What follows belongs to an exercise in optimizing a design on an open flow for small area; a production flow would make more cautious choices.
In this exercise RTL edits were held to simulation tests only and were not proved equivalent to the original.
Power is estimated from default activity; no workload was simulated.

==> module cfs_rx_fifo, before the edit <==
  module cfs_rx_fifo (
    input             clk,
    input             reset_n,
    input             push,
    input      [33:0] push_data,
    input             pop,
    input      [31:0] buf_data,
    output reg [33:0] rd_data,
    output reg [3:0]  lvl
  );
    reg [33:0] mem [0:7];
    reg [2:0]  wr, rd;
    integer i;
    always @(posedge clk) begin
      if (push) mem[wr] <= push_data;
    end
    always_comb begin
      rd_data = {2'b0, buf_data & {32{~pop}}};
      for (i = 0; i < 8; i = i + 1)
        rd_data = rd_data | (mem[i] & {34{pop & (rd == i)}});
    end
    always @(posedge clk or negedge reset_n) begin
      if (!reset_n) begin
        wr  <= 0;
        rd  <= 0;
        lvl <= 0;
      end
      else begin
        if (push) wr <= wr + 1;
        if (pop)  rd <= rd + 1;
        lvl <= lvl + {{3{pop & ~push}}, push ^ pop};
      end
    end
  endmodule
==> module cfs_tx_fifo, before the edit <==
  module cfs_tx_fifo (
    input             clk,
    input             reset_n,
    input             push,
    input      [34:0] push_data,
    output reg [3:0]  lvl,
    output reg        md_tx_valid,
    output reg [31:0] md_tx_data,
    output reg [1:0]  md_tx_offset,
    output reg [2:0]  md_tx_size,
    input             md_tx_ready
  );
    reg [34:0] mem [0:7];
    reg [2:0]  wr, rd;
    reg [34:0] head;
    integer i;
    wire empty = (lvl == 0);
    wire pop   = ~empty & md_tx_ready;
    always @(posedge clk) begin
      if (push) mem[wr] <= push_data;
    end
    always_comb begin
      head = 0;
      for (i = 0; i < 8; i = i + 1)
        head = head | (mem[i] & {35{rd == i}});
      md_tx_valid  = ~empty;
      md_tx_data   = head[31:0];
      md_tx_size   = {head[34] & head[32], head[34] & ~head[32], ~head[34]};
      md_tx_offset = {head[33], head[32] & ~head[34]};
    end
    always @(posedge clk or negedge reset_n) begin
      if (!reset_n) begin
        wr  <= 0;
        rd  <= 0;
        lvl <= 0;
      end
      else begin
        if (push) wr <= wr + 1;
        if (pop)  rd <= rd + 1;
        lvl <= lvl + {{3{pop & ~push}}, push ^ pop};
      end
    end
  endmodule
==> flow/config.mk <==
export PLATFORM = sky130hd
export DESIGN_NAME = cfs_aligner
export DESIGN_NICKNAME = cfs_aligner
export VERILOG_FILES = /design/flow/design.v
export SDC_FILE = /design/flow/constraint.sdc
export NUM_CORES = 4
export LEC_CHECK = 0
export CAP_MARGIN = 0
export CORE_MARGIN = 2
export CORE_UTILIZATION = 60
export SLEW_MARGIN = 0
==> flow/constraint.sdc <==
create_clock -name core_clock -period 10.0 [get_ports {clk}]
set_input_delay 2.0000 -clock core_clock [delete_from_list [all_inputs] [get_ports {clk}]]
set_output_delay 2.0000 -clock core_clock [all_outputs]
set_load 0.01 [all_outputs]
standard.sh (not shown) runs the stock make flow with config.mk's settings and CLKGATE_MAP_FILE= SYNTH_SCRIPT=/design/flow/synth_recipe.tcl, a recipe that flattens the netlist after the stock synthesis.
==> flow/flow/run.sh <==
#!/bin/bash
set -euo pipefail
bash standard.sh \
  "BUFFER_PORTS_ARGS=-buffer_cell sky130_fd_sc_hd__buf_1" \
  "CTS_ARGS=-sink_clustering_enable -repair_clock_nets -buf_list sky130_fd_sc_hd__clkbuf_8 -sink_clustering_size 16 -sink_clustering_max_diameter 70 -dont_use_dummy_load" \
  finish > standard.log 2>&1
Edit:
--- a/flow/design.v
+++ b/flow/design.v
@@ -29,5 +29,5 @@
         if (push) wr <= wr + 1;
         if (pop)  rd <= rd + 1;
-        lvl <= lvl + {{3{pop & ~push}}, push ^ pop};
+        lvl <= lvl + {3'b0, push} - {3'b0, pop};
       end
     end
@@ -117,5 +117,5 @@
         if (push) wr <= wr + 1;
         if (pop)  rd <= rd + 1;
-        lvl <= lvl + {{3{pop & ~push}}, push ^ pop};
+        lvl <= lvl + {3'b0, push} - {3'b0, pop};
       end
     end
Outcome:
- power barely changes
- setup slack is better by 0.26 ns
- critical path depth stays the same
- die area climbs slightly
- global-route usage grows by 0.18 points
- cell count went up slightly
- synthesized area is higher slightly
- wire length barely changes
- maximum frequency went up by a few percent
- synthesized cell count increases by a few percent
- hold slack got worse by 0.068 ns
- clock-buffer cell count rose by 1

## static timing again, ports no longer ideal
No port has a modelled driver above. Below, the same layouts with a new extraction and two added sets of constraints. Step 1 (the two cells are an assumption about what drives the block):
set clk [get_ports {clk}]
set_driving_cell -lib_cell sky130_fd_sc_hd__clkbuf_16 $clk
set_driving_cell -lib_cell sky130_fd_sc_hd__buf_2 [delete_from_list [all_inputs] $clk]
Step 2 adds t to the input delays and takes it off the output delays; t is the mean of the earliest and latest rising clock arrival at the registers after step 1. Input paths then give back, and output paths get back, about the clock's delay inside the block. Slacks: ideal ports / drivers / drivers and shift; pairs: ideal ports / drivers.
run	t (ns)	slack for setup (ns)	worst register clock-pin slew, ns
the first run	0.704	4.426 / 4.404 / 4.404	0.11 / 0.11
the second run	0.700	4.681 / 4.659 / 4.659	0.10 / 0.10
After both steps every run listed still meets setup and hold.
